From an optimization exercise on the open Yosys and OpenROAD flow, aimed at small area, a short achievable clock period and few clock cycles; shortcuts taken in it are not production practice. The RTL was checked by simulation tests, not by an equivalence proof against the original design.

==> branch maple <==
Design EC_TOP, start of the top module:
module EC_TOP(
    clk, rst_n, in_valid,
    in_Px, in_Py, in_Qx, in_Qy, in_prime, in_a,
    out_valid, out_Rx, out_Ry
);
export LEC_CHECK = 0
export CAP_MARGIN = 20
export CORE_MARGIN = 2
export CORE_UTILIZATION = 30
export PLACE_DENSITY = 0.5
export SLEW_MARGIN = 20
create_clock -name core_clock -period 80.0 [get_ports {clk}]
standard.sh (not shown) runs the stock make flow with config.mk's settings and CLKGATE_MAP_FILE= SYNTH_SCRIPT=/design/flow/synth_recipe.tcl, a recipe that flattens the netlist after the stock synthesis.
==> flow/flow/run.sh <==
#!/bin/bash
# The standard layout (the standard.sh), with one change to synthesis:
# Yosys's carry-lookahead cells ($lcu) are mapped to ripple carry
# (flow/ripple_lcu.v) instead of ORFS's Kogge-Stone map, which makes the
# many small adders of this design about a fifth smaller.
set -euo pipefail
export SYNTH_OPERATIONS_ARGS="-extra-map $PWD/flow/ripple_lcu.v"
bash standard.sh finish > standard.log 2>&1
==> flow/flow/ripple_lcu.v <==
(* techmap_celltype = "$lcu" *)
module _80_lcu_ripple (P, G, CI, CO);
	parameter WIDTH = 2;

	(* force_downto *)
	input [WIDTH-1:0] P, G;
	input CI;

	(* force_downto *)
	output [WIDTH-1:0] CO;

	integer i;
	(* force_downto *)
	reg [WIDTH-1:0] c;

	wire [1023:0] _TECHMAP_DO_ = "proc; opt -fast";

	always @* begin
		c[0] = G[0] | (P[0] & CI);
		for (i = 1; i < WIDTH; i = i + 1)
			c[i] = G[i] | (P[i] & c[i - 1]);
	end

	assign CO = c;
endmodule
==> inputs of branch delta, as changes to branch maple <==
==> flow/run.sh (new file) <==
#!/bin/bash
# synth_recipe.tcl (not shown) runs the flow's synth.tcl, then flattens the netlist and writes it again
# the make line also repeats each setting of config.mk as NAME=value (left out here)
make -C /OpenROAD-flow-scripts/flow DESIGN_CONFIG=/design/flow/config.mk WORK_HOME=/design/flow/orfs CLKGATE_MAP_FILE= SYNTH_SCRIPT=/design/flow/synth_recipe.tcl finish
removed: flow/flow/run.sh
removed: flow/flow/ripple_lcu.v
removed: flow/standard.sh
==> inputs of branch onyx, as changes to branch maple <==
==> flow/flow/run.sh (replaced) <==
#!/bin/bash
# The standard layout (the standard.sh), with two changes:
# - synthesis maps Yosys's carry-lookahead cells ($lcu) to ripple carry
#   (flow/ripple_lcu.v) instead of ORFS's Kogge-Stone map, which makes the
#   many small adders of this design about a fifth smaller;
# - timing repair aims for 45 ns of setup slack, so that the resizer speeds
#   up the long adder chains (the constraints themselves are unchanged).
set -euo pipefail
export SYNTH_OPERATIONS_ARGS="-extra-map $PWD/flow/ripple_lcu.v"
bash standard.sh SETUP_SLACK_MARGIN=45 finish > standard.log 2>&1
==> inputs of branch harbor, as changes to branch maple <==
==> flow/flow/run.sh (replaced) <==
#!/bin/bash
# The standard layout (the standard.sh), with two changes:
# - synthesis maps Yosys's carry-lookahead cells ($lcu) to ripple carry
#   (flow/ripple_lcu.v) instead of ORFS's Kogge-Stone map, which makes the
#   many small adders of this design about a fifth smaller;
# - timing repair aims for 45 ns of setup slack, so that the resizer speeds
#   up the long adder chains (the constraints themselves are unchanged).
set -euo pipefail
export SYNTH_OPERATIONS_ARGS="-extra-map $PWD/flow/ripple_lcu.v"
bash standard.sh SETUP_SLACK_MARGIN=45 finish > standard.log 2>&1
- CORE_UTILIZATION: 30 -> 55
- PLACE_DENSITY: 0.5 -> 0.65
==> summary of the runs <==
Against branch maple, the die area of branch harbor is lower by about 45%.
First-iteration DRC count: branch onyx < branch maple < branch delta < branch harbor.
Flip-flop and latch count is the same in branch maple and branch onyx.
The lowest global-route usage belongs to branch delta, the highest to branch harbor.
The highest wire length belongs to branch delta, the lowest to branch harbor.
Branch harbor finished clean. Branch delta completed without violations. Branch maple finished with timing, DRC and antenna clean. Branch onyx finished with timing, DRC and antenna clean.
In count of clock-buffer cells in the layout, branch onyx and branch maple do not differ.
The lowest cell count belongs to branch harbor, the highest to branch delta.
Of branch delta and branch harbor, branch delta has the higher setup slack (gap 0.64 ns).
Against branch delta, the core utilization of branch harbor is higher by 33 points.
Fmax: branch delta > branch onyx > branch harbor > branch maple.
Between branch harbor and branch delta, the lower sequential share of layout area is in branch delta (gap 0.33 points).
==> figures <==
Fin util: branch delta 33.1%; branch harbor 66.5%; branch maple 33.0%; branch onyx 36.4%
Top layer used by detailed routing: branch delta met5; branch harbor met4; branch maple met5; branch onyx met4
Area of the die: branch delta 60800 um^2; branch harbor 28700 um^2; branch maple 51900 um^2; branch onyx 51900 um^2
Multiplexer area fraction after synthesis: branch delta 6.58%; branch harbor 12.3%; branch maple 12.3%; branch onyx 12.3%
Final clock-cell share: branch delta 0.901%; branch harbor 0.917%; branch maple 1.18%; branch onyx 0.946%
Fraction of the mapped netlist area in adder cells: branch delta 33.9%; branch harbor 46.4%; branch maple 46.4%; branch onyx 46.4%
Number of post-CTS setup repair buffers: branch delta 0; branch harbor 95; branch maple 0; branch onyx 68
Result of the run: branch delta timing/DRC/antenna clean; branch harbor timing/DRC/antenna clean; branch maple timing/DRC/antenna clean; branch onyx timing/DRC/antenna clean
Number of nets at the end of the flow: branch delta 2746; branch harbor 2182; branch maple 2066; branch onyx 2162
Maximum number of pins on one net before global-route repair: branch delta 41; branch harbor 46; branch maple 42; branch onyx 44
Number of global-route vias before repair: branch delta 16054; branch harbor 13571; branch maple 12649; branch onyx 13246
Worst slew margin relative to its limit: branch delta 43.2%; branch harbor 30.0%; branch maple 30.0%; branch onyx 29.9%
Top fanout value on the critical path: branch delta 10; branch harbor 6; branch maple 11; branch onyx 6
Wire length of the first global-routing pass: branch delta 83.0 mm; branch harbor 71.0 mm; branch maple 70.8 mm; branch onyx 74.6 mm
Placed cell count: branch delta 3041; branch harbor 1969; branch maple 2302; branch onyx 2303
Core area: branch delta 57900 um^2; branch harbor 26900 um^2; branch maple 49800 um^2; branch onyx 49800 um^2
CP Data Arrival Time: branch delta 50.58 ns; branch harbor 51.21 ns; branch maple 57.90 ns; branch onyx 51.27 ns
Post-Synth XOR/XNOR Area: branch delta 9.63%; branch harbor 1.86%; branch maple 1.86%; branch onyx 1.86%
Routed metal-1 wirelength: branch delta 24.2 mm; branch harbor 17.2 mm; branch maple 19.4 mm; branch onyx 20.3 mm
Testbench counts of branch maple, summed over its fixed seeds: cycles 1,600.
Testbench counts of branch delta, summed over its fixed seeds: cycles 1,600.
Testbench counts of branch onyx, summed over its fixed seeds: cycles 1,600.
Testbench counts of branch harbor, summed over its fixed seeds: cycles 1,600.

## afterwards: timing with drivers on the ports
How much do the figures lean on ideal ports? The routed layouts below were timed once more, with nothing changed but the port constraints.
Step 1 assumes that a clkbuf_16 drives the clock port and a buf_2 every other input.
Step 2 moves the port delays by t, midway between the first and last clock arrival at a register: inputs arrive t later, outputs are due t later. That takes back most of the time a late clock gives input paths.
a / b / c = no drivers / after step 1 / after step 2; a / b = the first two.
run | shift t [ns] | slack for setup (ns) | worst setup path at the end | worst slew at a driven data input, ns | pins driven straight from the clock port
branch maple | 0.341 | 22.324 / 22.349 / 22.009 | input to register | 0.09 | 1
branch delta | 0.338 | 29.594 / 29.626 / 29.288 | input to register | 0.09 | 1
branch onyx | 0.346 | 28.952 / 28.952 / 28.606 | input to register | 0.11 | 1
branch harbor | 0.305 | 28.949 / 28.940 / 28.635 | input to register | 0.12 | 1
After both steps setup and hold are still met in every run listed. The setup slack of branch onyx, which loses most, moves by 0.000 ns with the drivers and by -0.346 ns with both steps.
